This design comes from an exercise in tuning for a short achievable clock period and few clock cycles on the open sky130 flow, not from production work.
In this exercise RTL edits were held to simulation tests only and were not proved equivalent to the original.
The clock port is modelled as an ideal driver; clocking choices that lean on that would not hold on a real chip.
Power and IR drop assume default switching activity.

v6:
## cpu
module cpu(
    input clk,
    input nrst,
    output halt,
    output bit1_cp2,
    output bit2_cp3,
    output [2:0] io_address,
    output [7:0] dataout,
    input skip_flag,
    input clearacc,
    input [7:0] datain,
    output [11:0] address,
    output [11:0] write_data,
    output write_enable,
    output mem_load,
    input [11:0] read_data,
    input mem_ready
);
Settings: LEC_CHECK=0, CAP_MARGIN=20, CORE_MARGIN=2, CORE_UTILIZATION=40, SETUP_SLACK_MARGIN=4.0, SLEW_MARGIN=20, TNS_END_PERCENT=100; clock period 6.5 ns.
run.sh (not shown) runs the stock make flow with config.mk's settings and CLKGATE_MAP_FILE= SYNTH_SCRIPT=/design/flow/synth_recipe.tcl, a recipe that flattens the netlist after the stock synthesis.
Testbench counts of v6, summed over its fixed seeds: cycles 135,783.
Input-level comparison between v7 and v6:
==> flow/flow/run.sh (new file) <==
#!/bin/bash
# Layout: the standard synthesis and layout, with the resizer free to swap
# cells across footprints (the platform's default ties each cell to its own
# footprint, which keeps slow port buffers and small gates on critical paths).
set -euo pipefail
bash standard.sh synth > synth.log 2>&1
bash standard.sh MATCH_CELL_FOOTPRINT=0 finish > layout.log 2>&1
==> flow/standard.sh (new file) <==
#!/bin/bash
# synth_recipe.tcl (not shown) runs the flow's synth.tcl, then flattens the netlist and writes it again
# the make line also repeats each setting of config.mk as NAME=value (left out here)
make -C /OpenROAD-flow-scripts/flow DESIGN_CONFIG=/design/flow/config.mk WORK_HOME=/design/flow/orfs CLKGATE_MAP_FILE= SYNTH_SCRIPT=/design/flow/synth_recipe.tcl "${@:-finish}"
removed: flow/run.sh
In summary, v7 completed successfully, with a layout that passed the timing, DRC and antenna checks. In the tables for v6 and v7, number of design-rule violations left by the first detailed-router iteration reads lower with v7. On flip-flop and latch power, v6 and v7 are neck and neck. v7 ends up with a combinational group share of total power that is 0.3 points higher than in v6. Sort v6 and v7 by global routing met1 resource utilization asc -> top: v7. Going from v6 to v7, worst setup slack has decreased, number of global-route vias before repair has decreased, data required time at the worst endpoint has remained practically unchanged, number of buffer and inverter stages on the critical path has decreased. First-pass GRT wire length went down by a few percent going from v6 to v7. Hold slack was higher in v6 than in v7. Total power: v7 above v6.

========
Another version of the RTL of cpu (not shown whole).
Size: roughly 1400 cells after synthesis, ~65 I/O pins, about 12000 um2 of cells after synthesis.
export LEC_CHECK = 0
export CAP_MARGIN = 20
export CORE_MARGIN = 2
export CORE_UTILIZATION = 40
export SETUP_SLACK_MARGIN = 4.8
export SLEW_MARGIN = 20
export SYNTH_HIERARCHICAL = 1
export SYNTH_MINIMUM_KEEP_SIZE = 0
export TNS_END_PERCENT = 100
create_clock -name core_clock -period 6.5 [get_ports {clk}]
standard.sh (not shown) runs the stock make flow with config.mk's settings and CLKGATE_MAP_FILE= SYNTH_SCRIPT=/design/flow/synth_recipe.tcl, a recipe that flattens the netlist after the stock synthesis.
==> flow/flow/run.sh <==
#!/bin/bash
# Layout: the standard synthesis and layout, with two resizer settings
# changed: ports get a plain buf_6 instead of the smallest buffer (a slow
# delay cell in this library), and the resizer may swap cells across
# footprints (the platform's default ties each cell to its own footprint).
set -euo pipefail
bash standard.sh synth > synth.log 2>&1
bash standard.sh MATCH_CELL_FOOTPRINT=0 "BUFFER_PORTS_ARGS=-buffer_cell sky130_fd_sc_hd__buf_6" finish > layout.log 2>&1
Testbench counts at the start, summed over its fixed seeds: cycles 137,261.
Change:
- SETUP_SLACK_MARGIN: 4.8 -> 4.4
Effect:
- power came out higher slightly
- wire length came out higher by a few percent
- via count came out higher slightly
- non-clock buffer count came out lower by 23
- register-to-register slack improves by 170 ps
- setup slack improves by 120 ps
- sequential share of layout area came out higher by 0.98 points
- synthesized cell count stays the same
- combinational power came out lower by a few percent

========
Setup of run A:
Another version of the RTL of cpu (not shown whole).
Size in the first run: ~12000 um2 of cells after synthesis.
clock: 6.5 ns
lec_check: 0
cap_margin: 20
core_margin: 2
core_utilization: 40
setup_slack_margin: 4.4
slew_margin: 20
synth_hierarchical: 1
synth_minimum_keep_size: 0
tns_end_percent: 100
Scripts as last shown in full above: flow/flow/run.sh
Testbench counts of run A, summed over its fixed seeds: cycles 137,261.
--- input diff run A..run B ---
- swapping 4.4 for 4.0 in SETUP_SLACK_MARGIN
### Flow results
Average via count per standard cell delta for run B relative to run A: 0.17 lower. Looking at number of gates resized after CTS, run B sits 154 below run A. Run B — all-layer global routing usage 2.1 points lower, run A as reference. Run B vs. run A: cell count after placement comparable; combinational fraction of design power fell 5.3 points; post-CTS setup repair buffer count saw a decrease; fraction of power spent switching nets shows no meaningful change; number of non-clock buffers in the layout moved down. Between run A and run B, the sequential logic power does not differ in any meaningful way. For internal power consumption, dividing the value from run A by the value from run B gives 1.07. Run A reports its kind of critical path as flop to primary output while run B reports flop to flop.

========
== lagoon ==
Another version of the RTL of cpu (not shown whole).
Size in the first run: roughly 870 cells after synthesis, ~100 flip-flops, roughly 65 I/O pins, about 7000 um2 of cells after synthesis.
Design cpu, start of the top module:
module cpu(
    input clk,
    input nrst,
    output halt,
    output bit1_cp2,
    output bit2_cp3,
    output [2:0] io_address,
    output [7:0] dataout,
    input skip_flag,
    input clearacc,
    input [7:0] datain,
    output [11:0] address,
    output [11:0] write_data,
    output write_enable,
    output mem_load,
    input [11:0] read_data,
    input mem_ready
);
reg s_fetch;    
reg s_ptr;      
reg s_oprd;     
reg s_write;    
reg s_iotf;     
reg s_halt;
reg p_none;
reg p_and;
reg p_tad;
reg p_clr;      
reg [11:0] pc;
reg [11:0] ir;
reg [11:0] ac;
reg l;
reg [11:0] md;
reg sk;
reg [11:0] addr_r;
reg [11:0] wd_r;
reg w_ac;
reg we_r;
reg ml_r;
reg [2:0] io_r;
assign address = addr_r;
assign write_data = ({12{w_ac}} & ac) | wd_r;
assign write_enable = we_r;
assign mem_load = ml_r;
assign halt = s_halt;
assign io_address = io_r;
assign dataout = ac[7:0];
assign bit1_cp2 = ir[1];
assign bit2_cp3 = ir[2];
  ...
Settings: LEC_CHECK=0, CAP_MARGIN=20, CORE_MARGIN=2, CORE_UTILIZATION=40, SETUP_SLACK_MARGIN=4.0, SLEW_MARGIN=20, TNS_END_PERCENT=100; clock period 6.5 ns.
==> flow/flow/run.sh <==
#!/bin/bash
# Layout: the standard synthesis and layout, with resizer settings
# changed: ports get a plain buf_6 instead of the smallest buffer (a slow
# delay cell in this library), the resizer may swap cells across footprints,
# and after CTS the resizer runs once more (flow/post_cts.tcl).
set -euo pipefail
bash standard.sh synth > synth.log 2>&1
bash standard.sh MATCH_CELL_FOOTPRINT=0 "BUFFER_PORTS_ARGS=-buffer_cell sky130_fd_sc_hd__buf_6" \
    "POST_CTS_TCL=$PWD/flow/post_cts.tcl" finish > layout.log 2>&1
==> flow/flow/post_cts.tcl <==
# Extra setup repair after CTS: the resizer again, with more passes and a
# tighter aim than the step's own run, then legal placement again.
puts "post_cts: extra setup repair"
estimate_parasitics -placement
repair_timing -setup -setup_margin 4.4 -repair_tns 100 -max_passes 5000 -verbose
detailed_placement
check_placement -verbose
estimate_parasitics -placement
report_worst_slack -max
Both conditions hold for lagoon: the flow ran to the end and the final layout passed the timing, DRC and antenna checks.
Testbench counts of lagoon, summed over its fixed seeds: cycles 135,783.
> inputs changed (lagoon -> xenon)
==> flow/flow/run.sh <==
#!/bin/bash
# Layout: the standard synthesis and layout, with two resizer settings
# changed: ports get a plain buf_6 instead of the smallest buffer (a slow
# delay cell in this library), and the resizer may swap cells across
# footprints (the platform's default ties each cell to its own footprint).
set -euo pipefail
bash standard.sh synth > synth.log 2>&1
bash standard.sh MATCH_CELL_FOOTPRINT=0 "BUFFER_PORTS_ARGS=-buffer_cell sky130_fd_sc_hd__buf_6" finish > layout.log 2>&1
removed: flow/flow/post_cts.tcl
--- outcome ---
From lagoon to xenon the numbers moved as follows: combinational group share of total power lower, detailed-route DRC error count roughly the same.
xenon vs. lagoon: number of global-route vias before repair dropped 6.2%; utilization went down; number of library cell types mapped by synthesis stayed essentially flat; first-iteration DRC count saw a decrease.

========
Setup of run 1:
cpu, a different RTL version from the one above (not shown whole).
Size: roughly 1,300 cells after synthesis, about 12,000 um2 of cells after synthesis.
==> flow/config.mk <==
export PLATFORM = sky130hd
export DESIGN_NAME = cpu
export DESIGN_NICKNAME = cpu
export VERILOG_FILES = /design/flow/design.v
export SDC_FILE = /design/flow/constraint.sdc
export NUM_CORES = 4
export LEC_CHECK = 0
export CAP_MARGIN = 20
export CORE_MARGIN = 2
export CORE_UTILIZATION = 40
export SETUP_SLACK_MARGIN = 4.0
export SLEW_MARGIN = 20
export SYNTH_HIERARCHICAL = 1
export SYNTH_MINIMUM_KEEP_SIZE = 0
export TNS_END_PERCENT = 100
==> flow/constraint.sdc <==
create_clock -name core_clock -period 6.5 [get_ports {clk}]
set_input_delay 1.3000 -clock core_clock [delete_from_list [all_inputs] [get_ports {clk}]]
set_output_delay 1.3000 -clock core_clock [all_outputs]
set_load 0.01 [all_outputs]
==> flow/flow/run.sh <==
#!/bin/bash
# Layout: the standard synthesis and layout, with two resizer settings
# changed: ports get a plain buf_6 instead of the smallest buffer (a slow
# delay cell in this library), and the resizer may swap cells across
# footprints (the platform's default ties each cell to its own footprint).
set -euo pipefail
bash standard.sh synth > synth.log 2>&1
bash standard.sh MATCH_CELL_FOOTPRINT=0 "BUFFER_PORTS_ARGS=-buffer_cell sky130_fd_sc_hd__buf_6" finish > layout.log 2>&1
Run 1 completed; timing, DRC and antenna clean
Testbench counts of run 1, summed over its fixed seeds: cycles 137,261.
diff inputs: run 1 => run 2
diff --git a/flow/config.mk b/flow/config.mk
--- a/flow/config.mk
+++ b/flow/config.mk
@@ -9,5 +9,5 @@
 export CORE_MARGIN = 2
 export CORE_UTILIZATION = 40
-export SETUP_SLACK_MARGIN = 4.0
+export SETUP_SLACK_MARGIN = 4.4
 export SLEW_MARGIN = 20
 export SYNTH_HIERARCHICAL = 1
--- outcome ---
Global-route usage: run 2 and run 1 compared, higher one is run 2
Compared with run 1, in run 2 met1 layer wirelength in the final routing +510 um; number of non-clock buffers in the layout picked up an extra 53.

========
north:
Another version of the RTL of cpu (not shown whole).
Size: ~1000 cells after synthesis, about 65 I/O pins.
clock: 6.5 ns
lec_check: 0
cap_margin: 20
core_margin: 2
core_utilization: 40
setup_slack_margin: 4.4
slew_margin: 20
synth_hierarchical: 1
synth_minimum_keep_size: 0
tns_end_percent: 100
Scripts as last shown in full above: flow/flow/run.sh
Looking at the reports, north completed the entire flow and the layout it produced met the timing, DRC and antenna checks.
Testbench counts of north, summed over its fixed seeds: cycles 135,783.
Edits applied to the flow inputs when going from north to south:
- changing SETUP_SLACK_MARGIN from 4.4 to 4.0
==> run notes <==
south: no failed stages, no open violations at the end
south vs north: sequential cell area in the final layout down in south
Looking at final setup slack of the worst path, south sits 0.0039 ns lower than north does.
Multi-input gate area in the final layout in south is 8.6% lower than in north
south vs. north: fraction of area in multi-input gates increased by 1.3 points relative to the old numbers, total power decreased by 0.31 mW relative to the old numbers, non-clock buffer contribution to total cell area decreased by 4.8 points relative to the old numbers.

========
## build 36
cpu, a different RTL version from the one above (not shown whole).
For scale: about 1,400 cells after synthesis, roughly 65 I/O pins.
==> flow/config.mk <==
export PLATFORM = sky130hd
export DESIGN_NAME = cpu
export DESIGN_NICKNAME = cpu
export VERILOG_FILES = /design/flow/design.v
export SDC_FILE = /design/flow/constraint.sdc
export NUM_CORES = 4
export LEC_CHECK = 0
export CAP_MARGIN = 20
export CORE_MARGIN = 2
export CORE_UTILIZATION = 40
export SETUP_SLACK_MARGIN = 4.0
export SLEW_MARGIN = 20
export SYNTH_HIERARCHICAL = 1
export SYNTH_MINIMUM_KEEP_SIZE = 0
export TNS_END_PERCENT = 100
==> flow/constraint.sdc <==
create_clock -name core_clock -period 6.5 [get_ports {clk}]
set_input_delay 1.3000 -clock core_clock [delete_from_list [all_inputs] [get_ports {clk}]]
set_output_delay 1.3000 -clock core_clock [all_outputs]
set_load 0.01 [all_outputs]
Scripts as last shown in full above: flow/flow/run.sh
Build 36 ended with every stage complete and zero timing, DRC or antenna violations.
Testbench counts of build 36, summed over its fixed seeds: cycles 137,261.
Input-level comparison between build 73 and build 36:
# build 36
export LEC_CHECK = 0
export CAP_MARGIN = 20
export CORE_MARGIN = 2
export CORE_UTILIZATION = 40
export SETUP_SLACK_MARGIN = 4.0
export SLEW_MARGIN = 20
export SYNTH_HIERARCHICAL = 1
export SYNTH_MINIMUM_KEEP_SIZE = 0
export TNS_END_PERCENT = 100
create_clock -name core_clock -period 6.5 [get_ports {clk}]
# build 73
export LEC_CHECK = 0
export CAP_MARGIN = 20
export CORE_MARGIN = 2
export CORE_UTILIZATION = 40
export SETUP_SLACK_MARGIN = 4.4
export SLEW_MARGIN = 20
export SYNTH_HIERARCHICAL = 1
export SYNTH_MINIMUM_KEEP_SIZE = 0
export TNS_END_PERCENT = 100
create_clock -name core_clock -period 6.5 [get_ports {clk}]
Results
What build 36 reported for combined area of the multi-input logic cells has to be multiplied by 1.07 to get the figure for build 73.
Diff build 36 -> build 73: routed wire length shows an increase of about 11%, proportion of layout cells with a drive suffix above 1 picked up an extra 13 points, transition time of the tightest slew-check pin higher, sequential cell count of the final layout held steady, number of clock buffer instances in the layout moved up.
Going from build 36 to build 73, post-place setup slack rose 0.019 ns, layout net count rose 6.4%.

========
trial 72:
cpu, a different RTL version from the one above (not shown whole).
For scale: roughly 820 cells after synthesis, about 100 flip-flops, ~65 I/O pins, ~0.0068 mm2 of cells after synthesis.
Settings: LEC_CHECK=0, CAP_MARGIN=20, CORE_MARGIN=2, CORE_UTILIZATION=40, SETUP_SLACK_MARGIN=4.0, SLEW_MARGIN=20, TNS_END_PERCENT=100; clock period 6.5 ns.
run.sh (not shown) runs the stock make flow with config.mk's settings and CLKGATE_MAP_FILE= SYNTH_SCRIPT=/design/flow/synth_recipe.tcl, a recipe that flattens the netlist after the stock synthesis.
Stock flow here: none of the scripts above is used.
Both conditions hold for trial 72: the flow ran to the end and the final layout passed the timing, DRC and antenna checks.
Testbench counts of trial 72, summed over its fixed seeds: cycles 135,783.
Modified inputs, build 66 compared to trial 72
==> flow/flow/run.sh (new file) <==
#!/bin/bash
# Layout: the standard synthesis and layout, with two resizer settings
# changed: ports get a plain buf_6 instead of the smallest buffer (a slow
# delay cell in this library), and the resizer may swap cells across
# footprints (the platform's default ties each cell to its own footprint).
set -euo pipefail
bash standard.sh synth > synth.log 2>&1
bash standard.sh MATCH_CELL_FOOTPRINT=0 "BUFFER_PORTS_ARGS=-buffer_cell sky130_fd_sc_hd__buf_6" finish > layout.log 2>&1
==> flow/standard.sh (new file) <==
#!/bin/bash
# synth_recipe.tcl (not shown) runs the flow's synth.tcl, then flattens the netlist and writes it again
# the make line also repeats each setting of config.mk as NAME=value (left out here)
make -C /OpenROAD-flow-scripts/flow DESIGN_CONFIG=/design/flow/config.mk WORK_HOME=/design/flow/orfs CLKGATE_MAP_FILE= SYNTH_SCRIPT=/design/flow/synth_recipe.tcl "${@:-finish}"
removed: flow/run.sh
Notes after the runs:
Cell area | build 66 vs trial 72 | build 66 smaller. Build 66 gives more met3 track demand over resource than trial 72 did. Build 66 gives more power spent charging and discharging nets than trial 72 did.

-- port drivers added, routing unchanged --
No port has a modelled driver above. Below, the same layouts with a new extraction and two added sets of constraints.
Step 1: set_driving_cell puts a clkbuf_16 on clk and a buf_2 on each other input, an assumption about the parent block.
Step 2 adds t to the input delays and takes it off the output delays; t is the mean of the earliest and latest rising clock arrival at the registers after step 1. Input paths then give back, and output paths get back, about the clock's delay inside the block.
Three values: ideal ports, drivers, drivers and shift; two values: the first two.
run | t, ns | slack for setup (ns) | hold slack, ns | clock arrival spread, ns | worst data-port slew with drivers (ns)
v6 | 0.403 | 3.717 / 3.717 / 3.399 | 0.466 / 0.466 / 0.466 | 0.012 / 0.011 | 0.06
v7 | 0.397 | 3.686 / 3.686 / 3.378 | 0.457 / 0.457 / 0.457 | 0.012 / 0.011 | 0.04
the first run of note 2 | 0.479 | 4.060 / 3.912 / 3.433 | 0.477 / 0.477 / 0.477 | 0.014 / 0.014 | 0.20
the second run of note 2 | 0.509 | 4.181 / 4.006 / 3.497 | 0.473 / 0.473 / 0.473 | 0.018 / 0.018 | 0.24
run A | 0.500 | 4.047 / 3.992 / 3.643 | 0.473 / 0.473 / 0.473 | 0.012 / 0.012 | 0.26
run B | 0.491 | 4.055 / 4.023 / 3.674 | 0.472 / 0.472 / 0.472 | 0.015 / 0.015 | 0.08
lagoon | 0.399 | 3.901 / 3.903 / 3.504 | 0.463 / 0.463 / 0.463 | 0.006 / 0.007 | 0.06
xenon | 0.399 | 3.907 / 3.911 / 3.514 | 0.472 / 0.472 / 0.472 | 0.006 / 0.006 | 0.06
run 1 | 0.481 | 4.060 / 4.009 / 3.597 | 0.469 / 0.469 / 0.469 | 0.016 / 0.017 | 0.07
run 2 | 0.478 | 4.086 / 4.034 / 3.660 | 0.473 / 0.473 / 0.473 | 0.017 / 0.017 | 0.18
north | 0.470 | 4.001 / 3.954 / 3.857 | 0.467 / 0.467 / 0.467 | 0.012 / 0.012 | 0.06
south | 0.462 | 3.997 / 3.951 / 3.744 | 0.471 / 0.471 / 0.471 | 0.008 / 0.008 | 0.06
build 36 | 0.489 | 4.030 / 3.979 / 3.652 | 0.497 / 0.497 / 0.497 | 0.012 / 0.011 | 0.07
build 73 | 0.489 | 4.052 / 4.001 / 3.682 | 0.467 / 0.467 / 0.467 | 0.013 / 0.014 | 0.24
trial 72 | 0.401 | 3.868 / 3.821 / 3.610 | 0.499 / 0.499 / 0.499 | 0.010 / 0.010 | 0.04
build 66 | 0.402 | 3.859 / 3.815 / 3.532 | 0.513 / 0.513 / 0.513 | 0.015 / 0.015 | 0.11
After both steps setup and hold are still met in every run listed. The setup slack of the second run of note 2, which loses most, moves by -0.175 ns with the drivers and by -0.684 ns with both steps.
